What follows belongs to an exercise in optimizing a design on an open flow for small area, a short achievable clock period and few clock cycles; a production flow would make more cautious choices. Where RTL was checked, it was by simulation tests only, not by an equivalence proof against the original. Only the layout flow was run in run 2; the RTL was not checked for function there. Power and IR drop assume default switching activity.

### design/flow/flow/run.sh
#!/bin/bash
set -euo pipefail
export BUFFER_PORTS_ARGS="-buffer_cell sky130_fd_sc_hd__buf_1"
bash standard.sh SETUP_SLACK_MARGIN=5.3 finish > standard.log 2>&1
### design/flow/standard.sh
#!/bin/bash
# synth_recipe.tcl (not shown) runs the flow's synth.tcl, then flattens the netlist and writes it again
# the make line also repeats each setting of config.mk as NAME=value (left out here)
make -C /OpenROAD-flow-scripts/flow DESIGN_CONFIG=/design/flow/config.mk WORK_HOME=/design/flow/orfs CLKGATE_MAP_FILE= SYNTH_SCRIPT=/design/flow/synth_recipe.tcl "${@:-finish}"
### design/flow/config.mk
export PLATFORM = sky130hd
export DESIGN_NAME = ATCONV
export DESIGN_NICKNAME = ATCONV
export VERILOG_FILES = /design/flow/design.v
export SDC_FILE = /design/flow/constraint.sdc
export NUM_CORES = 4
export LEC_CHECK = 0
export ABC_CLOCK_PERIOD_IN_PS = 2500
export CAP_MARGIN = 20
export CORE_MARGIN = 2
export CORE_UTILIZATION = 40
export CTS_BUF_LIST = sky130_fd_sc_hd__clkbuf_8
export SETUP_SLACK_MARGIN = 5
export SLEW_MARGIN = 20
export TNS_END_PERCENT = 10
### design/flow/constraint.sdc
create_clock -name core_clock -period 8.0 [get_ports {clk}]
set_input_delay 1.6000 -clock core_clock [delete_from_list [all_inputs] [get_ports {clk}]]
set_output_delay 1.6000 -clock core_clock [all_outputs]
set_load 0.01 [all_outputs]
### design/flow/design.v
`timescale 1ns/10ps
module  ATCONV(
	input		clk,
	input		reset,
	output	reg	busy,
	input		ready,
	output reg	[11:0]	iaddr,
	input signed [12:0]	idata,
	output	reg 	cwr,
	output reg	[11:0]	caddr_wr,
	output reg 	[12:0] 	cdata_wr,
	output	reg 	crd,
	output reg	[11:0] 	caddr_rd,
	input 	[12:0] 	cdata_rd,
	output reg 	csel
	);
reg        fin;
reg [3:0]  ph;         
reg [5:0]  B;          
reg        ex;         
reg        dup;        
reg [8:0]  D;          
reg [11:0] Ta, Tb;     
reg [12:0] Va, Vb;     
reg [12:0] Xa, Xb;     
reg        colv;       
reg [10:0] pos;        
reg        ov;         
reg [12:0] RD;         
wire ph0 = ph[0];
wire ph1 = ph[1];
wire ph2 = ph[2];
wire ph3 = ph[3];
wire [5:0] x  = iaddr[5:0];
wire [5:0] n  = {x[0], x[5:1] ^ {5{x[0]}}};
wire       n0 = (x == 6'd0) & ~ex;
wire [5:0] n1 = n + 6'd1;
wire       wrap = (x == 6'd1) & ~dup;
wire [5:0] xn = (ex | wrap) ? 6'd0 : dup ? x : {n1[4:0] ^ {5{n1[5]}}, n1[5]};
wire       dupn = ex | ((x == 6'd62) & ~dup);
wire       cv = !n0 && !((x == 6'd63) && !dup) && !B[5];
wire [5:0] B_n = B + {5'd0, ex};
wire [3:0] q   = B[4:1];
wire       p   = B[0];
wire [3:0] qn  = B_n[4:1];
wire [5:0] rtopn = (qn == 4'd0) ? 6'd0 : {qn - 4'd1, 1'b1, B_n[0]};
wire [5:0] rbot  = (q == 4'd15) ? 6'd63 : {q + 4'd1, 1'b0, p};
wire [4:0]  pq = pos[10:7];
wire        pp = pos[6];
wire [5:0]  o  = pos[5:0];
wire [10:0] pn = pos + 11'd1;
wire [4:0]  co = o[4:0] ^ {5{o[5]}};
wire [4:0]  cn = pn[4:0] ^ {5{pn[5]}};
wire        pool = pp | o[5];
wire [11:0] tw = {3'd0, D};
wire [11:0] t4 = {1'b0, D, 2'b00};
wire [12:0] vw = {3'b111, ~D, 1'b0};
wire [12:0] v8 = {D, 4'b0000};
wire [11:0] Ta_n = (ph1 ? 12'd3 : Ta) + (ph2 ? t4 : tw);
wire [12:0] Va_n = (ph0 ? ~{1'b0, Ta} : Va) + (ph0 ? 13'd0 : ph2 ? v8 : vw);
wire [11:0] Tb_n = (ph2 ? 12'd3 : Tb) + (ph3 ? t4 : tw);
wire [12:0] Vb_n = (ph2 ? ~{1'b0, Tb} : Vb) + (ph3 ? v8 : vw);
wire [12:0] so  = ph0 ? Xa + ~{1'b0, Ta} : Xb + ~{1'b0, Tb};
wire [12:0] l0  = so[12] ? 13'd0 : so;
wire        gt  = RD > cdata_wr;
wire [12:0] mx  = gt ? RD : cdata_wr;
wire [12:0] mr  = (mx[3:0] == 4'd0) ? mx : {mx[12:4] + 9'd1, 4'd0};
wire [12:0] mg  = (pp & o[5]) ? mr : mx;
always @(posedge clk) begin
	D  <= idata[12:4];
	RD <= cdata_rd;
	Ta <= Ta_n;
	Va <= Va_n;
	if (!ph1) begin
		Tb <= Tb_n;
		Vb <= Vb_n;
	end
	if (ph0) Xa <= Va;
	if (ph2) Xb <= Vb;
	cdata_wr <= (ph0 | ph2) ? l0 : mg;
	if (reset) begin
		busy <= 1'b0;
		fin <= 1'b0;
		ph <= 4'b0001;
		B <= 6'd0;
		ex <= 1'b0;
		dup <= 1'b1;
		iaddr <= 12'd0;
		colv <= 1'b0;
		ov <= 1'b0;
		pos <= 11'h7ff;
		cwr <= 1'b0;
		crd <= 1'b0;
	end else begin
		if (ready && !fin) busy <= 1'b1;
		ph <= {ph[2:0], ph[3]};
		case (1'b1)
		ph0: begin
			iaddr[11:6] <= {q, 1'b0, p};
			ov <= colv;
			if (colv) pos <= pn;
			cwr <= colv & ~fin;
			crd <= colv & ~pn[6] & pn[5];
			if (B[5] && n0 && !dup) begin
				busy <= 1'b0;
				fin <= 1'b1;
				cwr <= 1'b0;
				crd <= 1'b0;
			end
		end
		ph1: begin
			iaddr[11:6] <= {q, 1'b1, p};
			cwr <= ov & pool & ~fin;
			crd <= ov & pp;
		end
		ph2: begin
			colv <= cv;
			iaddr[11:6] <= rbot;
			cwr <= ov & ~fin;
			crd <= cv & ~pn[6] & pn[5];
		end
		default: begin
			iaddr <= {rtopn, xn};
			ex <= wrap;
			dup <= dupn;
			B <= B_n;
			cwr <= ov & pool & ~fin;
			crd <= cv & pn[6];
		end
		endcase
	end
end
always @(posedge clk) begin
	case (1'b1)
	ph0: begin
		csel <= 1'b0;
		caddr_wr <= {pn[10:7], 1'b0, pn[6], cn, pn[5]};
		caddr_rd <= {pn[10:7], 1'b1, pn[6], cn, 1'b0};
	end
	ph1: begin
		csel <= 1'b1;
		caddr_wr <= {2'b00, pq, 1'b0, co};
		caddr_rd <= {2'b00, pq, 1'b1, co};
	end
	ph2: begin
		csel <= 1'b0;
		caddr_wr <= {pq, 1'b1, pp, co, o[5]};
		caddr_rd <= {pn[10:7], 1'b0, pn[6], cn, 1'b0};
	end
	default: begin
		csel <= 1'b1;
		caddr_wr <= {2'b00, pq, 1'b1, co};
		caddr_rd <= {2'b00, pn[10:7], 1'b0, cn};
	end
	endcase
end
endmodule
==> summary.md, run 1 <==
| Metric | Value |
|---|---|
| Total of max-cap violations | `0` |
| Via count | `8726` |
| Drt wl/cell | `16.1 microns` |
| GPL Wtd Cong | `0.832` |
| Vias in the first global route | `8445` |
| Endpoints failing hold | `0` |
| TritonCTS clock tree | `done` |
| IR drop worst, VDD | `0.144 mV` |
| First-pass GRT wire length | `43.4 mm` |
| Number of antenna violations at the first check in global routing | `0` |
| #FFs+latches synth | `177` |
| Worst path top cell family by delay | `flip-flops` |
| Clock latency on the worst-skew pair | `470 ps` |
| Die X | `166 microns` |
| Total negative slack | `0 ps` |
| Root buffer cell | `clkbuf_8` |
| Post-route met1 wirelength | `12.6 mm` |
| DR vias/cell | `5.34` |
| # IOs | `82` |
| Cell Area, Synth | `0.0105 sq mm` |
| Crit-path cells | `buf_1` |
| Die footprint | `0.0277 sq mm` |
| P_leak | `0.00490 uW` |
| Design Area, Final | `0.0121 sq mm` |
| Largest net degree at the start of global routing | `59` |
| Seq/Total Area, Yosys | `0.385` |
| Max-slew violations | `0` |
| Period utilization | `0.339` |
| Critical path startpoint category | `register` |
| Top Metal Used | `met4` |
| Slowest cell on the critical path | `dfxtp_1` |
| Clock Sinks | `177` |
| Max H-tree Level | `4` |
| FMAX | `369 MHz` |
| Actual slew at the worst max-slew pin | `802 ps` |
| WP data arrival | `1110 ps` |
| # DRC | `0` |
| Post-CTS Hold Fix Bufs | `0` |
| Buf/Inv on CP | `1` |
| Gr usage total | `0.192` |
| CORE AREA | `0.0260 sq mm` |
| Avg Cell Area, Syn | `8.74 sq um` |
| # diodes | `0` |
| WL met3 | `1.19 mm` |
| Detailed Place HPWL | `18.1 mm` |
| Grt ovf | `0` |
| CTS max path bufs | `2` |
| Post-synth EDFFs | `52` |
| Slowest Stage Delay on Critical Path | `470 ps` |
| Prevailing post-synth register cell | `dfxtp_1` |
| Area after DPL | `0.0112 sq mm` |
| PD cells | `320 mW/mm^2` |
| Num CTS Buffers | `17` |
| Setup Skew | `19.2 ps` |
| Row count | `59` |
| Critical path class | `reg -> out` |
| Crit path required time | `6400 ps` |
| Syn. warnings | `1` |
| Post-route ant nets | `0` |
| DRT iter0 DRCs | `623` |
| Clk slew on worst S/H paths | `100 ps` |
| RSZ-0062 raised after global routing | `true` |
| Cell variety after synth | `76` |
| Worst hold-check path type | `reg -> reg` |
| Ys async rst share | `0` |
| Worst relative slew slack | `0.465` |
| Min Tclk post-route | `2710 ps` |
| Outcome | `finished clean` |
| IO buf count | `77` |
| Worst setup EP type | `output port` |
| Final wirelength | `26.3 mm` |
| Pre-antenna DRT Iters | `5` |
| # setup viols final | `0` |
| Area grow syn2layout | `14.6%` |
| Starting Density | `0.406` |
| Share of cells above drive strength 1 | `0.122` |
| Final net count | `1412` |
| Met2 WL post-DR | `12.1 mm` |
| CP max FO | `8` |
| Synthesized net count | `1334` |
| Syn Inst Count | `1207` |
| Die height | `166 microns` |
## worst register-to-register path, cell delays in order (launching register included)
cell	delay, ps
dfxtp_1	350
inv_1	60
ha_1	340
nor2b_2	190
o31ai_4	280
a21oi_2	120
o211ai_1	390
nand2_1	170
o311ai_4	100
or4b_4	520
o211ai_1	110
## power by group
part,leakage (uW),total [uW],switching [uW],internal (uW)
combinational,0.00315,1930,1090,842
clock,0.000197,630,392,237
sequential,0.00155,1310,124,1190
## final cells by class
| class | count | area [sq um] |
|---|---|---|
| fillers | 2506 | 13900 |
| multi-input cells | 912 | 6330 |
| flip-flops and latches | 177 | 4090 |
| repair buffers | 104 | 572 |
| well taps | 335 | 419 |
| inverters | 72 | 274 |
| clock buffers | 17 | 234 |
| clock inverters | 15 | 164 |
| repair inverters | 1 | 5.00 |
## path summary, 6_finish.rpt
check                   startpoint                  end  slack (ps)  cells after the start
min reg2reg          Va[3]$_DFF_P_      Xa[3]$_DFFE_PP_         420                      0
max          iaddr[3]$_SDFFE_PP0P_             iaddr[3]        5290                      1
min                  Va[3]$_DFF_P_      Xa[3]$_DFFE_PP_         420                      0
max reg2reg          Ta[2]$_DFF_P_  cdata_wr[6]$_DFF_P_        5290                     10
## placed cells by master, fill, tap and decap left out, types with 5 or more instances in the layout
cell type and count:
nor2_1 139, a21oi_1 112, dfxtp_1 110, nand2_1 99, ha_1 85, buf_1 77
xnor2_1 71, inv_1 69, o21ai_0 62, edfxtp_1 52, nand3_1 32, nor3_1 29
xor2_1 27, buf_4 18, clkbuf_8 17, a21o_1 16, a21oi_2 15, nor2b_1 14
and3_1 14, o22ai_1 13, nand2b_1 12, dfxtp_2 11, a22oi_1 10, o211ai_1 9
a211oi_1 9, mux2i_1 8, o21bai_1 6, nand4_1 6, o21a_1 6, or3b_2 6
mux2_2 5, or3_1 5, fa_2 5, ha_2 5
## flip-flops by register name, indices dropped and copies added (netlist names), 9 cells and up
name	cells
D	9
RD	13
Ta	12
Tb	12
Va	13
Vb	13
Xa	13
Xb	13
caddr_rd	12
caddr_wr	12
cdata_wr	13
iaddr	12
pos	11
## logic make-up (layout without fill, tap and decap cells)
group / count (synthesis) / count (layout) / synth area share
flip-flops: 177 / 177 / 0.385
AO/OA/AOI/OAI: 306 / 307 / 0.178
multiplexers: 16 / 16 / 0.0166
AND/OR/NAND/NOR: 393 / 393 / 0.174
XOR/XNOR: 98 / 98 / 0.0814
adder cells (fa/ha/maj): 98 / 98 / 0.121
buffers and inverters: 119 / 209 / 0.0435
## cell usage after synthesis, types with 3 or more instances
master / n / area share
or3b_2: 6 / 0.0050
or3_1: 5 / 0.0030
inv_1: 72 / 0.026
o41ai_1: 3 / 0.0025
o221a_2: 3 / 0.0032
o22ai_1: 13 / 0.0077
o211ai_1: 9 / 0.0064
nand3_1: 32 / 0.015
buf_1: 8 / 0.0028
or2_2: 4 / 0.0024
nand4_1: 6 / 0.0036
ha_1: 92 / 0.11
nor2_1: 141 / 0.050
nor4b_1: 4 / 0.0033
nor3_1: 29 / 0.014
a21o_1: 16 / 0.011
dfxtp_1: 125 / 0.24
fa_1: 6 / 0.011
nor4_1: 4 / 0.0024
a31oi_1: 3 / 0.0018
edfxtp_1: 52 / 0.15
xnor2_1: 71 / 0.059
and3_1: 14 / 0.0083
nand2b_1: 13 / 0.0077
xor2_1: 27 / 0.022
o21ai_0: 69 / 0.033
nand2_1: 100 / 0.036
a41oi_1: 3 / 0.0025
nor3b_1: 3 / 0.0021
a22oi_1: 12 / 0.0085
nor2b_1: 15 / 0.0089
clkbuf_1: 34 / 0.012
and2_1: 4 / 0.0024
o21a_1: 6 / 0.0043
a21oi_1: 126 / 0.060
a211oi_1: 9 / 0.0064
buf_2: 4 / 0.0019
o21bai_1: 6 / 0.0043
mux2i_1: 9 / 0.0085
mux2_2: 5 / 0.0053
## repair_timing
action                                  4_1_cts  5_1_grt
pin swaps                                    10       13
endpoints found under the setup margin       66       37
gates cloned                                  2        0
setup buffers                                20        2
gates resized for setup                      31       33
## layer usage
metal  vias up  track usage
met3        24       0.0315
met1      4073        0.266
met4         0       0.0506
li1       4413            -
met5         -            0
met2       216        0.310
## stage by stage
step | cells | setup WS [ps] | hold slack (ps) | util | total power [uW]
final | 1633 | 5290 | 424 | 0.465 | 3870
after global routing | 1633 | 5180 | 430 | 0.465 | 4170
after CTS | 1631 | 5250 | 428 | 0.460 | 3830
after detailed placement | 1577 | 3590 | 407 | 0.431 | 3090
after global placement | 1577 | 3660 | 406 | 0.431 | 3050
after floorplan | 1207 | 5230 | 400 | - | 2690
Testbench counts, summed over its fixed seeds: cycles 102,972.
==> run 2: changes to the inputs <==
--- a/design/flow/design.v
+++ b/design/flow/design.v
@@ -64,7 +64,9 @@
 wire [12:0] l0  = so[12] ? 13'd0 : so;
 wire        gt  = RD > cdata_wr;
 wire [12:0] mx  = gt ? RD : cdata_wr;
-wire [12:0] mr  = (mx[3:0] == 4'd0) ? mx : {mx[12:4] + 9'd1, 4'd0};
+wire [12:0] rr  = (RD[3:0] == 4'd0) ? RD : {RD[12:4] + 9'd1, 4'd0};
+wire [12:0] rc  = (cdata_wr[3:0] == 4'd0) ? cdata_wr : {cdata_wr[12:4] + 9'd1, 4'd0};
+wire [12:0] mr  = gt ? rr : rc;       
 wire [12:0] mg  = (pp & o[5]) ? mr : mx;
 always @(posedge clk) begin
 	D  <= idata[12:4];
--- a/design/flow/config.mk
+++ b/design/flow/config.mk
@@ -12,4 +12,3 @@
 export CTS_BUF_LIST = sky130_fd_sc_hd__clkbuf_8
 export SETUP_SLACK_MARGIN = 5
 export SLEW_MARGIN = 20
-export TNS_END_PERCENT = 10
==> run 2 against run 1 <==
  * Via count increased by 6.0%
  * Synthesized cell count increased by 2.3%
  * First-iteration DRC count increased by 28%
  * Clock power decreased by 3.2%
  * Worst setup slack got worse by 38 ps
  * Critical endpoint is now cdata_wr[4]
==> summary.md, run 2 <==
| Metric | Value |
|---|---|
| Syn. warnings | `1` |
| Post-route ant nets | `0` |
| CP max FO | `2` |
| Critical path depth in cells | `2` |
| Synth top cells by count | `nor2_1 (132), a21oi_1 (114), dfxtp_1 (112)` |
| First-pass GRT wire length | `45.3 mm` |
| RR Startpoint | `Xa[0]$_DFFE_PP_` |
| Net Switching | `1660 uW` |
| Hold Startpoint | `Va[0]$_DFFE_PP_` |
| Max H-tree Level | `4` |
| GPL Wtd Cong | `0.836` |
| Post-Synth Simple-Gate Area | `0.173` |
| Post-CTS Hold Fix Bufs | `0` |
| Syn Inst Count | `1235` |
| Die X | `169 microns` |
| Prevailing post-synth register cell | `dfxtp_1` |
| TritonCTS clock tree | `done` |
| Slowest cell on the critical path | `edfxtp_1` |
| P_leak | `0.00534 uW` |
| Pre-antenna DRT Iters | `5` |
| Main combinational cell family by area after synthesis | `compound AO/OA/AOI/OAI gates` |
| Reg2reg end | `cdata_wr[4]$_DFFE_PP_` |
| Combinational share of power | `0.533` |
| Crit path to | `cdata_wr[4]` |
| Actual slew at the worst max-slew pin | `885 ps` |
| Cell variety after synth | `68` |
| Mux cell area share after synthesis | `0.0165` |
| Cell Area, Synth | `0.0109 sq mm` |
| Min Tclk post-route | `2750 ps` |
| Clock latency on the worst-skew pair | `480 ps` |
| Seq pwr share | `0.320` |
| CTS max path bufs | `2` |
| Max-slew violations | `0` |
| Total negative slack | `0 ps` |
| Total of max-cap violations | `0` |
| Top post-synthesis cells by area | `dfxtp_1 (21%), edfxtp_1 (18%), ha_1 (11%), a21oi_1 (5.2%), xnor2_1 (5.2%)` |
| DRT iter0 DRCs | `795` |
| IO buf count | `77` |
| Post-synth EDFFs | `65` |
| IR drop worst, VDD | `0.125 mV` |
| # DRC | `0` |
| Crit-path cells | `buf_6, buf_6` |
| Reg2reg path depth | `10` |
| Final non-filler cell total | `1705` |
| Ys async rst share | `0` |
| Placed insts | `1607` |
| RSZ-0062 raised after global routing | `true` |
| Starting Density | `0.405` |
| DR vias/cell | `5.43` |
| Root buffer cell | `clkbuf_8` |
| Worst path top cell family by delay | `flip-flops` |
| Worst setup EP type | `output port` |
| Most frequent cell after synthesis | `nor2_1` |
| Clock Sinks | `177` |
| Internal Power | `2490 uW` |
| Row count | `60` |
| Detailed Place HPWL | `18.5 mm` |
| # setup viols final | `0` |
| PD cells | `320 mW/mm^2` |
| FILL cells | `2589` |
| Share of cells above drive strength 1 | `0.163` |
| Die footprint | `0.0286 sq mm` |
| Avg Cell Area, Syn | `8.82 sq um` |
| Synthesized net count | `1363` |
| Synth top area share | `0.206` |
| Switching share of power | `0.401` |
| Via count | `9251` |
| #FFs+latches synth | `177` |
| Setup Skew | `19.1 ps` |
| Seq/Total Area, Yosys | `0.385` |
| Num CTS Buffers | `17` |
| Buf/Inv on CP | `2` |
| # diodes | `0` |
| Period utilization | `0.343` |
| Crit path required time | `6400 ps` |
| Grt ovf | `0` |
| Final net count | `1479` |
| Crit. Startpoint | `cdata_wr[4]$_DFFE_PP_` |
| CORE AREA | `0.0269 sq mm` |
| Critical path class | `reg -> out` |
| Synth Area in XOR/XNOR | `0.0787` |
| Critical path startpoint category | `register` |
| Setup slack, reg-to-reg | `5260 ps` |
| Clk slew on worst S/H paths | `100 ps` |
| Drt wl/cell | `16.6 microns` |
| Endpoints failing hold | `0` |
| Worst relative slew slack | `0.410` |
| Vias in the first global route | `8833` |
| FMAX | `364 MHz` |
| Synth Area in Compound Gates | `0.185` |
| Gr usage total | `0.196` |
| Synth area leader | `dfxtp_1` |
| Commonest non-fill, non-tap cell in the layout | `nor2_1` |
| Synth Area in Adders | `0.118` |
| Slowest Stage Delay on Critical Path | `420 ps` |
| Clock group share of total power | `0.147` |
| Worst hold-check path type | `reg -> reg` |
| Outcome | `finished clean` |
| WP data arrival | `1150 ps` |
| # IOs | `82` |
| Final wirelength | `28.4 mm` |
| Most frequent cells in the layout | `nor2_1 (130), dfxtp_1 (99), a21oi_1 (98)` |
| Largest net degree at the start of global routing | `43` |
| Area grow syn2layout | `18.9%` |
| Critical path's most frequent cell | `buf_6` |
| Number of antenna violations at the first check in global routing | `0` |
| Die height | `169 microns` |
-- run 2: logic make-up after synthesis --
family                     after synthesis
and+or+nand+nor                        397
DFF                                    177
adders and majority gates               99
xor gates and xnor gates                97
muxes                                   17
buffers and inverters                  128
AOI/OAI and AO/OA                      320
-- run 2: worst register-to-register path, stage by stage (launching register included) --
cell and delay [ps]:
edfxtp_1 390, ha_2 190, inv_2 50, fa_2 220
nor2b_4 50, o31a_1 270, o21a_1 200, o41a_1 360
a211o_4 370, or4_4 420, o211ai_2 80
-- run 2: final cells by class --
class                           instances  area (sq um)  share of cell area
Clock buffer                           17           234              0.0181
Timing Repair Buffer                  148          1000              0.0771
Multi-Input combinational cell        931          6650               0.513
Inverter                               76           294              0.0227
Tap cell                              341           427              0.0329
Clock inverter                         15           130              0.0100
Sequential cell                       177          4220               0.326
-- run 2: metrics by stage --
step	worst slack [ps]	total power [uW]	area, sq um	utilization	hold slack, ps
final	5250	4150	13000	0.482	424
after global placement	4510	3100	11500	0.429	401
after CTS	5230	3950	12500	0.465	419
after global routing	5180	4450	13000	0.482	431
after detailed placement	4490	3150	11500	0.429	406
after floorplan	5230	2750	11000	-	400
-- run 2: timing repair --
action,CTS,global route
gates resized for setup,61,61
gates cloned,3,1
endpoints found under the hold margin,0,0
buffers inserted,35,27
setup endpoints to repair,76,50
pin swaps,21,28
-- run 2: worst min-delay path by stage --
stage                      end  slack [ps]  depth (start not counted)
2_1_floorplan  Xa[0]$_DFFE_PP_         400                          0
3_3_place_gp   Xa[0]$_DFFE_PP_         400                          0
3_5_place_dp   Xa[0]$_DFFE_PP_         410                          0
4_1_cts        Xa[0]$_DFFE_PP_         420                          0
5_1_grt        Xa[0]$_DFFE_PP_         430                          0
6_report       Xa[0]$_DFFE_PP_         420                          0
-- run 2: routing by layer --
layer / wire length (microns) / track usage / share of wire / vias to the layer above
met2: 13700 / 0.336 / 0.48 / 218
li1: - / - / - / 4658
met4: 302 / 0.0446 / 0.011 / 0
met3: 1190 / 0.0255 / 0.042 / 21
met5: 0 / 0 / 0 / -
met1: 13200 / 0.265 / 0.47 / 4354
-- run 2: power groups by stage --
stage          Sequential [uW]  Clock, uW  Combinational, uW
6_report                  1330        610               2210
5_1_grt                   1350        661               2430
4_1_cts                   1330        627               2000
3_5_place_dp              1360          0               1780
3_3_place_gp              1360          0               1750
2_1_floorplan             1340          0               1410
==> run 3: changes to the inputs <==
--- a/design/flow/design.v
+++ b/design/flow/design.v
@@ -64,9 +64,7 @@
 wire [12:0] l0  = so[12] ? 13'd0 : so;
 wire        gt  = RD > cdata_wr;
 wire [12:0] mx  = gt ? RD : cdata_wr;
-wire [12:0] rr  = (RD[3:0] == 4'd0) ? RD : {RD[12:4] + 9'd1, 4'd0};
-wire [12:0] rc  = (cdata_wr[3:0] == 4'd0) ? cdata_wr : {cdata_wr[12:4] + 9'd1, 4'd0};
-wire [12:0] mr  = gt ? rr : rc;       
+wire [12:0] mr  = (mx[3:0] == 4'd0) ? mx : {mx[12:4] + 9'd1, 4'd0};
 wire [12:0] mg  = (pp & o[5]) ? mr : mx;
 always @(posedge clk) begin
 	D  <= idata[12:4];
--- a/design/flow/config.mk
+++ b/design/flow/config.mk
@@ -9,6 +9,6 @@
 export CAP_MARGIN = 20
 export CORE_MARGIN = 2
 export CORE_UTILIZATION = 40
-export CTS_BUF_LIST = sky130_fd_sc_hd__clkbuf_8
+export CTS_BUF_LIST = sky130_fd_sc_hd__clkbuf_8 sky130_fd_sc_hd__clkbuf_16
 export SETUP_SLACK_MARGIN = 5
 export SLEW_MARGIN = 20
==> run 3 against run 2 <==
  * Largest power group unchanged
  * Critical path depth up 11
  * Maximum frequency increased by 2.4%
  * Routed wire length down 2.6%
  * Power increased by 2.4%
  * Register-to-register slack improved by 60 ps
  * Largest cell class unchanged
==> summary.md, run 3 <==
| Metric | Value |
|---|---|
| Outcome | `finished clean` |
| Post-synth EDFFs | `52` |
| Worst hold-check path type | `reg -> reg` |
| Final non-filler cell total | `1667` |
| Seq pwr share | `0.310` |
| FILL cells | `2422` |
| Total negative slack | `0 ps` |
| # IOs | `82` |
| PD cells | `330 mW/mm^2` |
| WP data arrival | `2870 ps` |
| Critical path's most frequent cell | `a21oi_2` |
| Synth area leader | `dfxtp_1` |
| RSZ-0062 raised after global routing | `true` |
| Avg Cell Area, Syn | `8.74 sq um` |
| Seq/Total Area, Yosys | `0.385` |
| # diodes | `0` |
| Die footprint | `0.0277 sq mm` |
| Syn Inst Count | `1207` |
| DRT iter0 DRCs | `628` |
| Synth top area share | `0.237` |
| Clock Sinks | `177` |
| Num CTS Buffers | `17` |
| Final wirelength | `27.6 mm` |
| IO buf count | `77` |
| #FFs+latches synth | `177` |
| Crit path required time | `8190 ps` |
| Critical path class | `reg -> reg` |
| Top post-synthesis cells by area | `dfxtp_1 (24%), edfxtp_1 (15%), ha_1 (11%), a21oi_1 (6.0%), xnor2_1 (5.9%)` |
| Largest net degree at the start of global routing | `76` |
| GPL Wtd Cong | `0.836` |
| First-pass GRT wire length | `42.8 mm` |
| Period utilization | `0.335` |
| Pre-antenna DRT Iters | `5` |
| TritonCTS clock tree | `done` |
| # DRC | `0` |
| DR vias/cell | `5.36` |
| Max H-tree Level | `4` |
| Clk slew on worst S/H paths | `80 ps` |
| IR drop worst, VDD | `0.189 mV` |
| Commonest non-fill, non-tap cell in the layout | `nor2_1` |
| Ys async rst share | `0` |
| Row count | `59` |
| Slowest Stage Delay on Critical Path | `400 ps` |
| CP max FO | `13` |
| Most frequent cells in the layout | `nor2_1 (138), a21oi_1 (108), dfxtp_1 (104)` |
| Area grow syn2layout | `21.9%` |
| Most frequent cell after synthesis | `nor2_1` |
| Post-route ant nets | `0` |
| Die X | `166 microns` |
| CTS max path bufs | `2` |
| Root buffer cell | `clkbuf_16` |
| Net Switching | `1650 uW` |
| # setup viols final | `0` |
| Actual slew at the worst max-slew pin | `786 ps` |
| Endpoints failing hold | `0` |
| Detailed Place HPWL | `18.2 mm` |
| Worst relative slew slack | `0.474` |
| Starting Density | `0.406` |
| Clock latency on the worst-skew pair | `430 ps` |
| Cell Area, Synth | `0.0105 sq mm` |
| Total of max-cap violations | `0` |
| Synth top cells by count | `nor2_1 (141), a21oi_1 (126), dfxtp_1 (125)` |
| CORE AREA | `0.0260 sq mm` |
| Via count | `8939` |
| Grt ovf | `0` |
| Clock group share of total power | `0.203` |
| Worst slack at placement | `4710 ps` |
| Final worst setup slack | `5320 ps` |
| Die height | `166 microns` |
| Critical path startpoint category | `register` |
| Share of cells above drive strength 1 | `0.165` |
| Max-slew violations | `0` |
| Final net count | `1446` |
| Worst setup EP type | `register` |
| Drt wl/cell | `16.6 microns` |
| Combinational share of power | `0.487` |
| Min Tclk post-route | `2680 ps` |
| FMAX | `373 MHz` |
| Synthesized net count | `1334` |
| P_leak | `0.00527 uW` |
| Cell variety after synth | `76` |
| Gr usage total | `0.190` |
| Vias in the first global route | `8268` |
| Placed insts | `1579` |
| Crit-path cells | `buf_16, nor2_1, a21oi_1, ha_2, fa_2, a21o_1, a21oi_2, o21bai_1, a21oi_2, o21ai_2, a21o_1, a21oi_2, xnor2_1` |
| Number of antenna violations at the first check in global routing | `0` |
| Internal Power | `2590 uW` |
| Switching share of power | `0.389` |
| Slowest cell on the critical path | `dfxtp_4` |
| Hold slack | `426 ps` |
| Setup Skew | `11.5 ps` |
| Syn. warnings | `1` |
| Prevailing post-synth register cell | `dfxtp_1` |
-- run 3: logic make-up after synthesis --
family / share of synthesized area
xor gates and xnor gates: 0.0814
DFF: 0.385
adders and majority gates: 0.121
AOI/OAI and AO/OA: 0.178
muxes: 0.0166
and+or+nand+nor: 0.174
buffers and inverters: 0.0435
-- run 3: per-layer routing --
metal  GRT usage  vias up  routed length, microns
met1       0.270     4162                   13100
met3      0.0265       33                    1280
li1            -     4505                       -
met4      0.0562        0                     521
met5           0        -                       0
met2       0.301      239                   12700
-- run 3: worst max-delay path, delay by kind of cell (launching register included) --
family          cells  cell delay [ps]
flops               1              400
simple gates        1              110
fa+ha+maj           2              570
buf+inv             1              160
xor+xnor            1               70
compound gates      8             1130
-- run 3: final cells by class --
| cell class | instances | area (sq um) | share of cell area |
|---|---|---|---|
| Clock buffer | 20 | 489 | 0.0380 |
| Clock inverter | 12 | 116 | 0.00905 |
| Inverter | 72 | 283 | 0.0220 |
| Multi-Input combinational cell | 913 | 6480 | 0.504 |
| Sequential cell | 177 | 4100 | 0.319 |
| Tap cell | 335 | 419 | 0.0326 |
| Timing Repair Buffer | 138 | 973 | 0.0757 |
-- run 3: power groups by stage --
stage | Sequential, uW | Clock (uW) | Combinational, uW
after global placement | 1330 | 0 | 1730
after CTS | 1310 | 876 | 1890
after floorplan | 1310 | 0 | 1390
after detailed placement | 1330 | 0 | 1760
final | 1320 | 862 | 2070
after global routing | 1340 | 913 | 2280
-- run 3: metrics by stage --
stage | utilization | cell area, sq um | power, uW
after global routing | 0.495 | 12900 | 4530
final | 0.495 | 12900 | 4250
after detailed placement | 0.432 | 11200 | 3090
after CTS | 0.471 | 12200 | 4080
after floorplan | - | 10800 | 2690
after global placement | 0.432 | 11200 | 3060
-- run 3: timing repair --
item | in CTS | in global routing
pin swaps | 13 | 47
hold buffers | 0 | 0
endpoints found under the setup margin | 46 | 28
gates resized for setup | 49 | 55
buffers inserted | 14 | 33
gates cloned | 3 | 6
-- run 3: path summary, 6_finish.rpt --
kind	depth (start not counted)	endpoint	slack, ps	from
worst max-delay path	13	Vb[11]$_DFFE_PN_	5320	ph[2]$_SDFF_PP0_
worst min-delay path	0	Xa[6]$_DFFE_PP_	430	Va[6]$_DFF_P_
worst max register to register	13	Vb[11]$_DFFE_PN_	5320	ph[2]$_SDFF_PP0_
worst min register to register	0	Xa[6]$_DFFE_PP_	430	Va[6]$_DFF_P_
Testbench counts of run 3, summed over its fixed seeds: cycles 102,972.
==> run 4: changes to the inputs <==
==> design/flow/flow/run.sh (replaced) <==
#!/bin/bash
set -euo pipefail
export BUFFER_PORTS_ARGS="-buffer_cell sky130_fd_sc_hd__buf_1"
bash standard.sh SETUP_SLACK_MARGIN=5.4 finish > standard.log 2>&1
--- a/design/flow/config.mk
+++ b/design/flow/config.mk
@@ -9,6 +9,6 @@
 export CAP_MARGIN = 20
 export CORE_MARGIN = 2
 export CORE_UTILIZATION = 40
-export CTS_BUF_LIST = sky130_fd_sc_hd__clkbuf_8 sky130_fd_sc_hd__clkbuf_16
+export CTS_BUF_LIST = sky130_fd_sc_hd__clkbuf_8
 export SETUP_SLACK_MARGIN = 5
 export SLEW_MARGIN = 20
==> run 4 against run 3 <==
  * Non-clock buffer count grew 19
  * Via count grew 1.7%
  * Final cell count rose by 1.0%
  * Worst hold slack better by 1.4 ps
  * Critical endpoint is now cdata_wr[8]$_DFF_P_
  * Largest power group unchanged
==> summary.md, run 4 <==
| Metric | Value |
|---|---|
| IO buf count | `77` |
| Actual slew at the worst max-slew pin | `770 ps` |
| Post-route ant nets | `0` |
| Area grow syn2layout | `22.6%` |
| RSZ-0062 raised after global routing | `true` |
| Root buffer cell | `clkbuf_8` |
| Clock Sinks | `177` |
| Gr usage total | `0.206` |
| Syn. warnings | `1` |
| Num CTS Buffers | `17` |
| Max H-tree Level | `4` |
| Crit. Startpoint | `cdata_wr[5]$_DFF_P_` |
| # DRC | `0` |
| #FFs+latches synth | `177` |
| Outcome | `finished clean` |
| Drt wl/cell | `16.9 microns` |
| Setup Skew | `14.0 ps` |
| DR vias/cell | `5.40` |
| Detailed Place HPWL | `18.2 mm` |
| Post-synth EDFFs | `52` |
| Final wirelength | `28.5 mm` |
| Vias in the first global route | `8930` |
| Prevailing post-synth register cell | `dfxtp_1` |
| Commonest non-fill, non-tap cell in the layout | `nor2_1` |
| Largest net degree at the start of global routing | `71` |
| Clock latency on the worst-skew pair | `470 ps` |
| Number of antenna violations at the first check in global routing | `0` |
| Hold Startpoint | `Vb[0]$_DFFE_PP_` |
| PD cells | `316 mW/mm^2` |
| Synth area leader | `dfxtp_1` |
| Cell variety after synth | `76` |
| RR Startpoint | `cdata_wr[5]$_DFF_P_` |
| FMAX | `369 MHz` |
| Die X | `166 microns` |
| Final Util | `0.498` |
| Clk slew on worst S/H paths | `100 ps` |
| CTS max path bufs | `2` |
| GPL Wtd Cong | `0.837` |
| Final worst setup slack | `5290 ps` |
| Seq/Total Area, Yosys | `0.385` |
| Critical path startpoint category | `register` |
| Top post-synthesis cells by area | `dfxtp_1 (24%), edfxtp_1 (15%), ha_1 (11%), a21oi_1 (6.0%), xnor2_1 (5.9%)` |
| Critical path class | `reg -> reg` |
| Worst setup EP type | `register` |
| IR drop worst, VDD | `0.163 mV` |
| Most frequent cells in the layout | `nor2_1 (138), a21oi_1 (105), nand2_1 (99)` |
| # IOs | `82` |
| First-pass GRT wire length | `46.2 mm` |
| Ys async rst share | `0` |
| CP max FO | `6` |
| TritonCTS clock tree | `done` |
| DRT iter0 DRCs | `766` |
| Total negative slack | `0 ps` |
| Via count | `9089` |
| Worst hold-check path type | `reg -> reg` |
| P_leak | `0.00542 uW` |
| Avg Cell Area, Syn | `8.74 sq um` |
| Grt ovf | `0` |
| Die footprint | `0.0277 sq mm` |
| Pre-antenna DRT Iters | `6` |
| Synth top cells by count | `nor2_1 (141), a21oi_1 (126), dfxtp_1 (125)` |
| Synthesized net count | `1334` |
| Worst relative slew slack | `0.485` |
| Max-slew violations | `0` |
| Starting Density | `0.406` |
| Synth top area share | `0.237` |
| Row count | `59` |
| Share of cells above drive strength 1 | `0.218` |
| Endpoints failing hold | `0` |
| Crit path required time | `8380 ps` |
| Die height | `166 microns` |
| Pwr Total | `4090 uW` |
| Cell Area, Synth | `0.0105 sq mm` |
| Min Tclk post-route | `2710 ps` |
| # setup viols final | `0` |
| Most frequent cell after synthesis | `nor2_1` |
| Period utilization | `0.339` |
| CORE AREA | `0.0260 sq mm` |
| Final net count | `1465` |
| Total of max-cap violations | `0` |
| WP data arrival | `3090 ps` |
| # diodes | `0` |
| Syn Inst Count | `1207` |
| Worst slack at placement | `4670 ps` |
-- run 4: changes by cell type in the layout (fill, tap and decap cells not counted), moves of 4 or more --
| cell | previous run | this run |
|---|---|---|
| clkbuf_2 | 0 | 22 |
| clkbuf_16 | 24 | 0 |
| dfxtp_1 | 104 | 95 |
| buf_1 | 77 | 39 |
| inv_4 | 0 | 5 |
| buf_6 | 3 | 18 |
| inv_2 | 4 | 8 |
| buf_2 | 0 | 4 |
| clkbuf_8 | 1 | 18 |
| inv_6 | 6 | 2 |
| dfxtp_4 | 5 | 12 |
| buf_4 | 46 | 63 |
-- run 4: worst paths after layout --
| kind | end | slack (ps) | cells past startpoint |
|---|---|---|---|
| max | cdata_wr[8]$_DFF_P_ | 5290 | 12 |
| min | Xb[0]$_DFFE_PP_ | 430 | 0 |
| max reg2reg | cdata_wr[8]$_DFF_P_ | 5290 | 12 |
| min reg2reg | Xb[0]$_DFFE_PP_ | 430 | 0 |
-- run 4: metal layers --
| layer | track usage | part of all wire |
|---|---|---|
| met5 | 0 | 0 |
| met4 | 0.0783 | 0.027 |
| met3 | 0.0348 | 0.045 |
| met2 | 0.333 | 0.46 |
| met1 | 0.275 | 0.47 |
-- run 4: cell type report --
class	count	area (sq um)
Fill cell	2442	13100
Multi-Input combinational cell	913	6500
Sequential cell	177	4130
Timing Repair Buffer	157	1240
Tap cell	335	419
Inverter	72	278
Clock buffer	18	248
Clock inverter	12	109
-- run 4: critical path: stages (launching register included) --
cell and delay [ps]:
dfxtp_2 380, inv_1 100, ha_1 300, nand4_1 180, nor2_2 80, a221oi_4 340
a21oi_4 140, buf_6 160, o21ai_4 160, ha_4 180, a41oi_2 80, a2111o_1 430
o31ai_1 70
-- run 4: repair_timing --
item	in CTS	in global routing
setup endpoints to repair	58	66
hold buffers	0	0
resized for setup	94	79
buffers inserted	45	23
pin swaps	36	48
gates cloned	6	1
-- run 4: kinds of logic after synthesis --
family | Yosys count | synth area share
mux | 16 | 0.0166
xor+xnor | 98 | 0.0814
compound gates | 306 | 0.178
buf+inv | 119 | 0.0435
fa+ha+maj | 98 | 0.121
simple gates | 393 | 0.174
flops | 177 | 0.385
-- run 4: report_power, final --
| part | internal [uW] | total [uW] | leakage (uW) | switching [uW] |
|---|---|---|---|---|
| Sequential | 1190 | 1320 | 0.00156 | 125 |
| Combinational | 1010 | 2180 | 0.00367 | 1170 |
| Clock | 254 | 591 | 0.000190 | 337 |
-- run 4: through the flow --
step                hold WS (ps)  std cells  area (sq um)
floorplan                    400       1207         10800
global placement             400       1579         11300
detailed placement           407       1579         11300
CTS                          425       1660         12500
global route                 448       1684         12900
finish                       427       1684         12900
==> run 5: changes to the inputs <==
==> design/flow/flow/run.sh (replaced) <==
#!/bin/bash
set -euo pipefail
export BUFFER_PORTS_ARGS="-buffer_cell sky130_fd_sc_hd__buf_1"
bash standard.sh SETUP_SLACK_MARGIN=5.25 finish > standard.log 2>&1
==> run 5 against run 4 <==
  * Synthesized cell count unchanged
  * Area after synthesis unchanged
  * Maximum frequency grew 1.1%
  * Power is 1.4% lower
  * Sequential cell count is the same
  * Highest routed layer unchanged
==> summary.md, run 5 <==
| Metric | Value |
|---|---|
| Synth top area share | `0.237` |
| Hold slack | `425 ps` |
| Avg Cell Area, Syn | `8.74 sq um` |
| CTS max path bufs | `2` |
| Commonest non-fill, non-tap cell in the layout | `nor2_1` |
| Number of antenna violations at the first check in global routing | `0` |
| Clock Sinks | `177` |
| Final net count | `1438` |
| Crit path required time | `8370 ps` |
| # diodes | `0` |
| Period utilization | `0.335` |
| Hold endpoint | `Xb[0]$_DFFE_PP_` |
| IO buf count | `77` |
| Pwr Total | `4030 uW` |
| Clk slew on worst S/H paths | `100 ps` |
| IR drop worst, VDD | `0.147 mV` |
| Starting Density | `0.406` |
| Post-synth EDFFs | `52` |
| Grt ovf | `0` |
| Via count | `8898` |
| Reg2reg end | `cdata_wr[8]$_DFF_P_` |
| Total of max-cap violations | `0` |
| Final worst setup slack | `5320 ps` |
| Clock latency on the worst-skew pair | `460 ps` |
| DRT iter0 DRCs | `622` |
| Syn Inst Count | `1207` |
| Die X | `166 microns` |
| FMAX | `373 MHz` |
| Worst relative slew slack | `0.443` |
| Hold Startpoint | `Vb[0]$_DFFE_PP_` |
| Min Tclk post-route | `2680 ps` |
| Worst hold-check path type | `reg -> reg` |
| Total negative slack | `0 ps` |
| GPL Wtd Cong | `0.850` |
| First-pass GRT wire length | `42.8 mm` |
| Setup Skew | `19.2 ps` |
| Gr usage total | `0.190` |
| WP data arrival | `3050 ps` |
| Top post-synthesis cells by area | `dfxtp_1 (24%), edfxtp_1 (15%), ha_1 (11%), a21oi_1 (6.0%), xnor2_1 (5.9%)` |
| Crit-path cells | `inv_1, ha_1, nand4_1, buf_4, nor4_4, a21oi_4, nand2_1, o21ai_2, ha_4, nor3b_2, a2111o_1, o31ai_1` |
| Worst slack at placement | `4220 ps` |
| RSZ-0062 raised after global routing | `true` |
| Share of cells above drive strength 1 | `0.156` |
| Setup slack, reg-to-reg | `5320 ps` |
| CP max FO | `6` |
| Actual slew at the worst max-slew pin | `832 ps` |
| PD cells | `322 mW/mm^2` |
| Hold path depth | `0` |
| Drt wl/cell | `16.4 microns` |
| # DRC | `0` |
| Syn. warnings | `1` |
| Post-route ant nets | `0` |
| Synth area leader | `dfxtp_1` |
| Endpoints failing hold | `0` |
| Root buffer cell | `clkbuf_8` |
| Final wirelength | `27.2 mm` |
| TritonCTS clock tree | `done` |
| Critical path class | `reg -> reg` |
| # IOs | `82` |
| Largest net degree at the start of global routing | `73` |
| Post-CTS Hold Fix Bufs | `0` |
| RR Startpoint | `cdata_wr[11]$_DFF_P_` |
| Row count | `59` |
| Buf/Inv on CP | `2` |
| Max-slew violations | `0` |
| Worst path top cell family by delay | `simple AND/OR/NAND/NOR gates` |
| # setup viols final | `0` |
| Most frequent cells in the layout | `nor2_1 (137), a21oi_1 (107), dfxtp_1 (103)` |
| Detailed Place HPWL | `18.1 mm` |
| Seq/Total Area, Yosys | `0.385` |
| Area grow syn2layout | `18.9%` |
| Multi-input logic area | `0.00643 sq mm` |
| Pre-antenna DRT Iters | `5` |
| Most frequent cell after synthesis | `nor2_1` |
| Die height | `166 microns` |
| Die footprint | `0.0277 sq mm` |
| Cell variety after synth | `76` |
| Worst setup EP type | `register` |
| Slowest cell on the critical path | `nor4_4` |
| Outcome | `finished clean` |
| Storage element area | `0.00410 sq mm` |
| Prevailing post-synth register cell | `dfxtp_1` |
| P_leak | `0.00511 uW` |
| #FFs+latches synth | `177` |
| Ys async rst share | `0` |
| FILL cells | `2423` |
| Num CTS Buffers | `17` |
| Vias in the first global route | `8194` |
| Max H-tree Level | `4` |
| Cell Area, Synth | `0.0105 sq mm` |
| Synth top cells by count | `nor2_1 (141), a21oi_1 (126), dfxtp_1 (125)` |
| CORE AREA | `0.0260 sq mm` |
| Slowest Stage Delay on Critical Path | `400 ps` |
| Reg2reg path depth | `12` |
| Critical path startpoint category | `register` |
| Synthesized net count | `1334` |
| DR vias/cell | `5.36` |
## run 5: cell counts after synthesis
No cell type changed its count.
## run 5: kinds of logic (layout without fill, tap and decap cells)
| kind of cell | after synthesis | count (layout) | share of synthesized area |
|---|---|---|---|
| AOI/OAI and AO/OA | 306 | 308 | 0.178 |
| muxes | 16 | 16 | 0.0166 |
| buffers and inverters | 119 | 234 | 0.0435 |
| and+or+nand+nor | 393 | 393 | 0.174 |
| xor gates and xnor gates | 98 | 98 | 0.0814 |
| DFF | 177 | 177 | 0.385 |
| adders and majority gates | 98 | 98 | 0.121 |
## run 5: per-stage QoR
step           instance area, sq um  std cells  utilization
2_1_floorplan                 10700       1207            -
3_3_place_gp                  11200       1579        0.431
3_5_place_dp                  11200       1579        0.431
4_1_cts                       12000       1633        0.461
5_1_grt                       12500       1659        0.483
6_report                      12500       1659        0.483
## run 5: worst max-delay path by stage
| stage | slack [ps] | start | endpoint | depth (start not counted) |
|---|---|---|---|---|
| 5_1_grt | 5180 | cdata_wr[5]$_DFF_P_ | cdata_wr[8]$_DFF_P_ | 11 |
| 6_report | 5320 | cdata_wr[11]$_DFF_P_ | cdata_wr[8]$_DFF_P_ | 12 |
| 3_3_place_gp | 4250 | ph[0]$_SDFF_PP1_ | Va[10]$_DFF_P_ | 12 |
| 3_5_place_dp | 4220 | ph[0]$_SDFF_PP1_ | Va[10]$_DFF_P_ | 12 |
| 4_1_cts | 5220 | ph[2]$_SDFF_PP0_ | Vb[11]$_DFFE_PN_ | 12 |
| 2_1_floorplan | 5210 | ph[2]$_SDFF_PP0_ | Vb[11]$_DFFE_PN_ | 15 |
## run 5: final cells by class
class / instances / share of cell area
clock inverter: 14 / 0.0142
multi-input combinational: 913 / 0.513
tap: 335 / 0.0334
inverter: 72 / 0.0227
timing repair buffer: 129 / 0.0691
timing repair inverter: 1 / 0.000399
sequential: 177 / 0.327
clock buffer: 18 / 0.0198
## run 5: repair_timing
item / in CTS / in global routing
setup endpoints to repair: 49 / 29
setup buffers: 18 / 22
pin swaps: 7 / 41
gates resized for setup: 38 / 69
gates cloned: 4 / 4
hold endpoints to repair: 0 / 0
## run 5: report_power, final
group          internal, uW  switching (uW)
sequential             1190             133
combinational           911            1120
clock                   324             355
total                  2430            1610
## run 5: metal layers
| metal | vias to the layer above | share of wire | track usage |
|---|---|---|---|
| met5 | - | 0 | 0 |
| met1 | 4184 | 0.48 | 0.266 |
| li1 | 4468 | - | - |
| met2 | 219 | 0.46 | 0.304 |
| met3 | 27 | 0.047 | 0.0291 |
| met4 | 0 | 0.018 | 0.0536 |
==> run 6: changes to the inputs <==
==> design/flow/flow/run.sh (replaced) <==
#!/bin/bash
set -euo pipefail
export BUFFER_PORTS_ARGS="-buffer_cell sky130_fd_sc_hd__buf_1"
bash standard.sh SETUP_SLACK_MARGIN=5.35 finish > standard.log 2>&1
==> run 6 against run 5 <==
  * Synthesized cell count did not move
  * Routed wire length rose by 6.2%
  * Combinational power rose by 6%
  * Non-clock buffer count rose by 28
  * Highest routed layer unchanged
  * Design area rose by 2.7%
  * Sequential share of layout area fell by 0.69 points
  * Largest power group unchanged
  * Clock power fell by 13%
  * Still clean on timing, DRC and antenna
==> summary.md, run 6 <==
| Metric | Value |
|---|---|
| Worst setup EP type | `register` |
| Pre-antenna DRT Iters | `5` |
| Synthesized net count | `1334` |
| First-pass GRT wire length | `45.0 mm` |
| Synth area leader | `dfxtp_1` |
| Commonest non-fill, non-tap cell in the layout | `nor2_1` |
| # setup viols final | `0` |
| Num CTS Buffers | `17` |
| Most frequent cell after synthesis | `nor2_1` |
| Syn. warnings | `1` |
| Outcome | `finished clean` |
| Post-route ant nets | `0` |
| Synth top cells by count | `nor2_1 (141), a21oi_1 (126), dfxtp_1 (125)` |
| Final worst setup slack | `5330 ps` |
| CORE AREA | `0.0260 sq mm` |
| Largest net degree at the start of global routing | `63` |
| Gr usage total | `0.201` |
| Setup Skew | `27.9 ps` |
| Pwr Total | `4080 uW` |
| Prevailing post-synth register cell | `dfxtp_1` |
| Worst slack at placement | `4540 ps` |
| Worst hold-check path type | `reg -> reg` |
| Synth top area share | `0.237` |
| Multi-input logic area | `0.00655 sq mm` |
| Endpoints failing hold | `0` |
| Final net count | `1465` |
| # IOs | `82` |
| DRT iter0 DRCs | `611` |
| Clock Sinks | `177` |
| PD cells | `316 mW/mm^2` |
| Max H-tree Level | `4` |
| WP data arrival | `3050 ps` |
| DR vias/cell | `5.42` |
| Grt ovf | `0` |
| Cell Area, Synth | `0.0105 sq mm` |
| Number of antenna violations at the first check in global routing | `0` |
| FILL cells | `2439` |
| Share of cells above drive strength 1 | `0.193` |
| Drt wl/cell | `17.1 microns` |
| Die footprint | `0.0277 sq mm` |
| Die height | `166 microns` |
| Final wirelength | `28.9 mm` |
| Clk slew on worst S/H paths | `90 ps` |
| # diodes | `0` |
| Total negative slack | `0 ps` |
| Row count | `59` |
| Total of max-cap violations | `0` |
| P_leak | `0.00528 uW` |
| Clock latency on the worst-skew pair | `480 ps` |
| Vias in the first global route | `8675` |
| Cell variety after synth | `76` |
| IR drop worst, VDD | `0.147 mV` |
| Critical path startpoint category | `register` |
| Design Area, Final | `0.0129 sq mm` |
| #FFs+latches synth | `177` |
| Most frequent cells in the layout | `nor2_1 (136), a21oi_1 (105), dfxtp_1 (100)` |
| Hold slack | `433 ps` |
| Ys async rst share | `0` |
| # DRC | `0` |
| Detailed Place HPWL | `18.3 mm` |
| Starting Density | `0.406` |
| Area after DPL | `0.0113 sq mm` |
| Period utilization | `0.334` |
| Area grow syn2layout | `22.2%` |
| Worst relative slew slack | `0.448` |
| Max-slew violations | `0` |
| FMAX | `375 MHz` |
| Via count | `9135` |
| Post-synth EDFFs | `52` |
| RSZ-0062 raised after global routing | `true` |
| Avg Cell Area, Syn | `8.74 sq um` |
| Min Tclk post-route | `2670 ps` |
| Top post-synthesis cells by area | `dfxtp_1 (24%), edfxtp_1 (15%), ha_1 (11%), a21oi_1 (6.0%), xnor2_1 (5.9%)` |
| Root buffer cell | `clkbuf_8` |
| Crit path required time | `8380 ps` |
| Die X | `166 microns` |
| GPL Wtd Cong | `0.860` |
| CTS max path bufs | `2` |
| CP max FO | `6` |
| TritonCTS clock tree | `done` |
| Seq/Total Area, Yosys | `0.385` |
| Critical path class | `reg -> reg` |
| IO buf count | `77` |
| Actual slew at the worst max-slew pin | `825 ps` |
| Storage element area | `0.00413 sq mm` |
| Syn Inst Count | `1207` |
==> run 6: cell counts after synthesis <==
No cell type changed its count.
==> run 6: report_power, final <==
part | switching, uW | internal [uW] | total, uW
registers | 125 | 1190 | 1320
logic | 1170 | 990 | 2160
clock network | 344 | 250 | 594
total | 1640 | 2430 | 4080
==> run 6: area by class of cell <==
cell class / instances / share of cell area
Timing Repair Buffer: 157 / 0.0877
Tap cell: 335 / 0.0325
Sequential cell: 177 / 0.320
Clock buffer: 21 / 0.0224
Multi-Input combinational cell: 913 / 0.509
Inverter: 72 / 0.0221
Clock inverter: 11 / 0.00631
==> run 6: worst max-delay path, cell delays in order (launching register included) <==
cell	delay [ps]
dfxtp_4	380
inv_4	50
ha_4	250
nand4_1	140
o221ai_2	320
a221oi_4	120
a21oi_4	330
buf_6	190
mux2i_4	280
nor3b_4	80
a2111o_1	360
o31ai_1	70
==> run 6: per-stage QoR <==
step	cells	util
3_3_place_gp	1580	0.434
4_1_cts	1650	0.475
3_5_place_dp	1580	0.434
2_1_floorplan	1207	-
6_report	1686	0.496
5_1_grt	1686	0.496
==> run 6: per-layer routing <==
metal / global-route usage / wire (microns)
met1: 0.272 / 13400
met2: 0.327 / 13500
met3: 0.0272 / 1160
met4: 0.0753 / 758
met5: 0 / 0
==> run 6: kinds of logic after synthesis <==
kind of cell,count (synthesis),synth area share
mux,16,0.0166
xor+xnor,98,0.0814
fa+ha+maj,98,0.121
flops,177,0.385
compound gates,306,0.178
buf+inv,119,0.0435
simple gates,393,0.174
==> run 6: worst paths after layout <==
kind | from | to | slack (ps) | depth (start not counted)
max | cdata_wr[4]$_DFF_P_ | cdata_wr[8]$_DFF_P_ | 5330 | 11
min | Va[6]$_DFF_P_ | Xa[6]$_DFFE_PP_ | 430 | 0
max reg2reg | cdata_wr[4]$_DFF_P_ | cdata_wr[8]$_DFF_P_ | 5330 | 11
min reg2reg | Va[6]$_DFF_P_ | Xa[6]$_DFFE_PP_ | 430 | 0
==> run 6: timing repair <==
item / in CTS / in global routing
buffers inserted: 33 / 33
resized for setup: 73 / 59
setup endpoints to repair: 52 / 35
pin swaps: 23 / 53
hold buffers: 0 / 0
gates cloned: 5 / 3
==> run 7: changes to the inputs <==
==> design/flow/flow/run.sh (replaced) <==
#!/bin/bash
set -euo pipefail
export BUFFER_PORTS_ARGS="-buffer_cell sky130_fd_sc_hd__buf_1"
bash standard.sh SETUP_SLACK_MARGIN=5.45 finish > standard.log 2>&1
--- a/design/flow/config.mk
+++ b/design/flow/config.mk
@@ -12,3 +12,4 @@
 export CTS_BUF_LIST = sky130_fd_sc_hd__clkbuf_8
 export SETUP_SLACK_MARGIN = 5
 export SLEW_MARGIN = 20
+export TNS_END_PERCENT = 10
==> run 7 against run 6 <==
  * Die area is the same
  * Design area down 0.58%
  * Area after synthesis did not move
  * Combinational power hardly changed
  * Maximum frequency shrank 0.33%
  * Register-to-register slack better by 30 ps
  * Non-clock buffer count is 14 lower
  * Critical endpoint is now cdata_wr[5]
  * Global-route usage is 0.77 points lower
  * Clock-buffer cell count is 3 lower
==> summary.md, run 7 <==
| Metric | Value |
|---|---|
| Outcome | `finished clean` |
| Commonest non-fill, non-tap cell in the layout | `nor2_1` |
| Synth top area share | `0.237` |
| Final net count | `1451` |
| Worst hold-check path type | `reg -> reg` |
| Seq/Total Area, Yosys | `0.385` |
| Worst setup EP type | `output port` |
| # diodes | `0` |
| Total negative slack | `0 ps` |
| Final non-filler cell total | `1672` |
| CORE AREA | `0.0260 sq mm` |
| Actual slew at the worst max-slew pin | `763 ps` |
| Via count | `8838` |
| First-pass GRT wire length | `43.4 mm` |
| Synth Area in Adders | `0.121` |
| Hold slack | `435 ps` |
| Die X | `166 microns` |
| Reg2reg path depth | `13` |
| Crit-path cells | `buf_4, buf_2` |
| Clock Sinks | `177` |
| Synth area leader | `dfxtp_1` |
| Endpoints failing hold | `0` |
| Pre-antenna DRT Iters | `5` |
| IR drop worst, VDD | `0.163 mV` |
| PD cells | `326 mW/mm^2` |
| Worst relative slew slack | `0.491` |
| Final wirelength | `26.9 mm` |
| Post-route ant nets | `0` |
| Placed insts | `1579` |
| Clock latency on the worst-skew pair | `470 ps` |
| Slowest cell on the critical path | `dfxtp_2` |
| Min Tclk post-route | `2680 ps` |
| Row count | `59` |
| Drt wl/cell | `16.1 microns` |
| Synthesized net count | `1334` |
| GPL Wtd Cong | `0.849` |
| Grt ovf | `0` |
| Avg Cell Area, Syn | `8.74 sq um` |
| GR met1 Demand/Resource | `0.269` |
| # DRC | `0` |
| # IOs | `82` |
| Met2 usage | `0.299` |
| Share of cells above drive strength 1 | `0.200` |
| FILL cells | `2406` |
| Gr usage total | `0.193` |
| Die footprint | `0.0277 sq mm` |
| Most frequent cells in the layout | `nor2_1 (138), a21oi_1 (107), dfxtp_1 (98)` |
| Area grow syn2layout | `21.4%` |
| WP data arrival | `1080 ps` |
| Largest net degree at the start of global routing | `74` |
| Worst slack at placement | `4800 ps` |
| Die height | `166 microns` |
| CP max FO | `3` |
| Cell Area, Synth | `0.0105 sq mm` |
| Grt peak-use layer | `met2` |
| DRT iter0 DRCs | `719` |
| Post-synth EDFFs | `52` |
| Top post-synthesis cells by area | `dfxtp_1 (24%), edfxtp_1 (15%), ha_1 (11%), a21oi_1 (6.0%), xnor2_1 (5.9%)` |
| Num CTS Buffers | `17` |
| Clk slew on worst S/H paths | `90 ps` |
| # setup viols final | `0` |
| Total of max-cap violations | `0` |
| DR vias/cell | `5.29` |
| Synth Area in Compound Gates | `0.178` |
| Synth Area in XOR/XNOR | `0.0814` |
| FMAX | `373 MHz` |
| Most frequent cell after synthesis | `nor2_1` |
| Setup Skew | `24.6 ps` |
| Number of antenna violations at the first check in global routing | `0` |
| Vias in the first global route | `8436` |
| Max-slew violations | `0` |
| Root buffer cell | `clkbuf_8` |
| Max H-tree Level | `4` |
| CTS max path bufs | `2` |
| Prevailing post-synth register cell | `dfxtp_1` |
| P_leak | `0.00527 uW` |
| Starting Density | `0.406` |
| Final worst setup slack | `5320 ps` |
| Cell variety after synth | `76` |
| Ys async rst share | `0` |
| Critical path startpoint category | `register` |
| Period utilization | `0.335` |
| Syn. warnings | `1` |
| Post-Synth Simple-Gate Area | `0.174` |
| Critical path class | `reg -> out` |
| Syn Inst Count | `1207` |
| Crit path required time | `6400 ps` |
| Post-CTS Hold Fix Bufs | `0` |
| Main combinational cell family by area after synthesis | `compound AO/OA/AOI/OAI gates` |
| IO buf count | `77` |
| Hold path depth | `0` |
| Detailed Place HPWL | `18.1 mm` |
| Routing usage on met3 | `0.0348` |
| Mux cell area share after synthesis | `0.0166` |
| Slowest Stage Delay on Critical Path | `350 ps` |
| RSZ-0062 raised after global routing | `true` |
| Synth top cells by count | `nor2_1 (141), a21oi_1 (126), dfxtp_1 (125)` |
| #FFs+latches synth | `177` |
| TritonCTS clock tree | `done` |
## run 7: cell counts after synthesis
No cell type changed its count.
## run 7: report_power, final
part           internal (uW)  switching [uW]  leakage (uW)
combinational           1010            1170       0.00349
sequential              1190             131       0.00156
clock                    324             350      0.000219
total                   2520            1650       0.00527
## run 7: what timing repair did
item                                    CTS  global route
pin swaps                                34            18
setup buffers                            39            17
gates resized for setup                 114            38
cloned                                    5             0
endpoints found under the setup margin   97            88
## run 7: kinds of logic (layout without fill, tap and decap cells)
group / Yosys count / after routing
buffers and inverters: 119 / 247
AOI/OAI and AO/OA: 306 / 308
and+or+nand+nor: 393 / 393
adders and majority gates: 98 / 98
xor gates and xnor gates: 98 / 98
muxes: 16 / 16
DFF: 177 / 177
## run 7: layout make-up
cell class | instances | area (sq um) | share of cell area
timing repair buffer | 143 | 981 | 0.0766
tap | 335 | 419 | 0.0327
inverter | 72 | 285 | 0.0223
clock inverter | 14 | 178 | 0.0139
multi-input combinational | 913 | 6580 | 0.513
sequential | 177 | 4120 | 0.322
clock buffer | 18 | 248 | 0.0193
## run 7: metrics by stage
stage,utilization,power (uW),area [sq um]
2_1_floorplan,-,2700,10800
3_3_place_gp,0.432,3060,11200
3_5_place_dp,0.432,3090,11200
4_1_cts,0.481,4010,12500
5_1_grt,0.493,4470,12800
6_report,0.493,4170,12800
## run 7: per-layer routing
metal  up-vias  part of all wire
li1       4500                 -
met1      4095              0.48
met2       202              0.45
met3        41             0.045
met4         0             0.027
met5         -                 0
## run 7: path summary, 6_finish.rpt
path	startpoint	endpoint	slack (ps)
hold reg to reg	Va[3]$_DFF_P_	Xa[3]$_DFFE_PP_	440
setup / recovery	cdata_wr[5]$_DFF_P_	cdata_wr[5]	5320
hold / removal	Va[3]$_DFF_P_	Xa[3]$_DFFE_PP_	440
setup reg to reg	ph[2]$_SDFF_PP0_	Tb[10]$_DFFE_PN_	5360
## run 7: worst max-delay path: cells and delay by family, from the launching register on
| family | cells | cell delay [ps] |
|---|---|---|
| flops | 1 | 350 |
| buf+inv | 2 | 280 |
==> run 8: changes to the inputs <==
==> design/flow/flow/run.sh (replaced) <==
#!/bin/bash
set -euo pipefail
export BUFFER_PORTS_ARGS="-buffer_cell sky130_fd_sc_hd__buf_1"
bash standard.sh SETUP_SLACK_MARGIN=5.3 finish > standard.log 2>&1
--- a/design/flow/config.mk
+++ b/design/flow/config.mk
@@ -8,7 +8,7 @@
 export ABC_CLOCK_PERIOD_IN_PS = 2500
 export CAP_MARGIN = 20
 export CORE_MARGIN = 2
-export CORE_UTILIZATION = 40
+export CORE_UTILIZATION = 55
 export CTS_BUF_LIST = sky130_fd_sc_hd__clkbuf_8
 export SETUP_SLACK_MARGIN = 5
 export SLEW_MARGIN = 20
==> run 8 against run 7 <==
  * Final cell count is 7.1% lower
  * Clock-buffer cell count is 1 lower
  * Clock skew is 11 ps lower
  * Clock power is 11% lower
  * Design area is 4.7% lower
  * Sequential share of layout area is 1.4 points higher
  * Worst setup slack worse by 33 ps
  * Combinational power is 8% lower
  * Routed wire length is 2.5% lower
  * Critical path depth is 1 lower
  * Critical endpoint is now iaddr[1]
  * Largest cell class unchanged
  * Largest power group unchanged
  * Highest routed layer unchanged
==> summary.md, run 8 <==
| Metric | Value |
|---|---|
| Total of max-cap violations | `0` |
| Multi-input logic area | `0.00637 sq mm` |
| Row count | `50` |
| Final Util | `0.650` |
| Detailed Place HPWL | `17.2 mm` |
| Synth area leader | `dfxtp_1` |
| Total negative slack | `0 ps` |
| Period utilization | `0.339` |
| Syn Inst Count | `1207` |
| Worst path top cell family by delay | `flip-flops` |
| Avg Cell Area, Syn | `8.74 sq um` |
| Crit path required time | `6400 ps` |
| Actual slew at the worst max-slew pin | `802 ps` |
| # DRC | `0` |
| DRT iter0 DRCs | `475` |
| Crit-path cells | `buf_1` |
| Met2 usage | `0.403` |
| Reg2reg path depth | `11` |
| Buf/Inv on CP | `1` |
| Min Tclk post-route | `2710 ps` |
| Synth top area share | `0.237` |
| Hold Startpoint | `Va[0]$_DFFE_PP_` |
| Grt ovf | `0` |
| Pre-antenna DRT Iters | `5` |
| #FFs+latches synth | `177` |
| Die height | `142 microns` |
| FILL cells | `1641` |
| WP data arrival | `1110 ps` |
| Clock latency on the worst-skew pair | `480 ps` |
| Share of cells above drive strength 1 | `0.140` |
| Largest net degree at the start of global routing | `78` |
| Hold endpoint | `Xa[0]$_DFFE_PP_` |
| Drt wl/cell | `16.9 microns` |
| Commonest non-fill, non-tap cell in the layout | `nor2_1` |
| Syn. warnings | `1` |
| Synthesized net count | `1334` |
| Max-slew violations | `0` |
| Clk slew on worst S/H paths | `100 ps` |
| Hold path depth | `0` |
| Endpoints failing hold | `0` |
| Final worst setup slack | `5290 ps` |
| Post-route ant nets | `0` |
| Most frequent cells in the layout | `nor2_1 (139), a21oi_1 (110), dfxtp_1 (109)` |
| Vias in the first global route | `7961` |
| Number of antenna violations at the first check in global routing | `0` |
| Num CTS Buffers | `17` |
| Cell Area, Synth | `0.0105 sq mm` |
| First-pass GRT wire length | `41.0 mm` |
| DR vias/cell | `5.69` |
| Setup slack, reg-to-reg | `5310 ps` |
| Routing usage on met3 | `0.0441` |
| Worst relative slew slack | `0.465` |
| IR drop worst, VDD | `0.165 mV` |
| Worst hold-check path type | `reg -> reg` |
| Critical path depth in cells | `1` |
| Hold slack | `426 ps` |
| Grt peak-use layer | `met2` |
| # setup viols final | `0` |
| GPL Wtd Cong | `0.871` |
| Final net count | `1432` |
| RSZ-0062 raised after global routing | `true` |
| Gr usage total | `0.256` |
| Synth top cells by count | `nor2_1 (141), a21oi_1 (126), dfxtp_1 (125)` |
| Seq/Total Area, Yosys | `0.385` |
| IO buf count | `77` |
| Via count | `8842` |
| Final wirelength | `26.2 mm` |
| Crit. Startpoint | `iaddr[1]$_SDFFE_PP0P_` |
| Outcome | `finished clean` |
| # IOs | `82` |
| Die footprint | `0.0203 sq mm` |
| Critical path class | `reg -> out` |
| Most frequent cell after synthesis | `nor2_1` |
| Slowest cell on the critical path | `dfxtp_1` |
| Worst setup EP type | `output port` |
| Slowest Stage Delay on Critical Path | `450 ps` |
| Setup Skew | `13.8 ps` |
| GR met1 Demand/Resource | `0.361` |
| P_leak | `0.00504 uW` |
| Storage element area | `0.00409 sq mm` |
| CORE AREA | `0.0188 sq mm` |
| Top post-synthesis cells by area | `dfxtp_1 (24%), edfxtp_1 (15%), ha_1 (11%), a21oi_1 (6.0%), xnor2_1 (5.9%)` |
| Prevailing post-synth register cell | `dfxtp_1` |
| Max H-tree Level | `4` |
| Root buffer cell | `clkbuf_8` |
| RR Startpoint | `Xa[0]$_DFFE_PP_` |
| Worst slack at placement | `4510 ps` |
| Critical path startpoint category | `register` |
| Starting Density | `0.562` |
| Area grow syn2layout | `15.7%` |
| CP max FO | `7` |
| Post-CTS Hold Fix Bufs | `0` |
| Clock Sinks | `177` |
| Post-synth EDFFs | `52` |
| Cell variety after synth | `76` |
| Pwr Total | `3930 uW` |
| Reg2reg end | `cdata_wr[6]$_DFF_P_` |
| CTS max path bufs | `2` |
| TritonCTS clock tree | `done` |
| FMAX | `369 MHz` |
| Die X | `142 microns` |
| PD cells | `322 mW/mm^2` |
| Ys async rst share | `0` |
==> run 8: cells by family after synthesis <==
kind of cell	synth area share
compound gates	0.178
flops	0.385
mux	0.0166
xor+xnor	0.0814
fa+ha+maj	0.121
simple gates	0.174
buf+inv	0.0435
==> run 8: per-stage QoR <==
| stage | instance area (sq um) | cells |
|---|---|---|
| 2_1_floorplan | 10700 | 1207 |
| 3_3_place_gp | 11100 | 1478 |
| 3_5_place_dp | 11100 | 1478 |
| 4_1_cts | 11800 | 1529 |
| 5_1_grt | 12200 | 1552 |
| 6_report | 12200 | 1553 |
==> run 8: routing by layer <==
layer	vias to the layer above	part of all wire	routed length (microns)
met2	218	0.44	11700
met4	0	0.024	620
met3	47	0.045	1180
li1	4476	-	-
met1	4101	0.49	12800
met5	-	0	0
==> run 8: power by group <==
group          switching, uW  total, uW  internal, uW
Sequential               122       1310          1190
Combinational           1120       2010           895
Clock                    352        602           250
Total                   1590       3930          2340
==> run 8: timing repair <==
| action | in CTS | in global routing |
|---|---|---|
| cloned | 2 | 3 |
| setup buffers | 17 | 20 |
| setup endpoints to repair | 52 | 34 |
| pin swaps | 12 | 36 |
| gates resized for setup | 35 | 48 |
==> run 8: final cells by class <==
cell class | count | share of cell area
multi-input combinational | 913 | 0.522
sequential | 177 | 0.335
timing repair buffer | 124 | 0.0656
tap | 234 | 0.0240
inverter | 72 | 0.0227
clock buffer | 17 | 0.0192
clock inverter | 15 | 0.0111
antenna | 1 | 0.000205
==> run 8: worst max-delay path by stage <==
| stage | slack, ps | endpoint |
|---|---|---|
| 2_1_floorplan | 5230 | Vb[11]$_DFFE_PN_ |
| 3_3_place_gp | 4520 | Va[11]$_DFF_P_ |
| 3_5_place_dp | 4510 | Va[11]$_DFF_P_ |
| 4_1_cts | 5250 | Va[11]$_DFF_P_ |
| 5_1_grt | 5180 | cdata_wr[11]$_DFF_P_ |
| 6_report | 5290 | iaddr[1] |

Setup slack of run 8, layout unchanged: 5.288 ns with ideal ports, 5.249 ns with driving cells assumed (clock clkbuf_16, inputs buf_2), 5.306 ns with port delays also shifted by the 0.511 ns mid clock arrival.
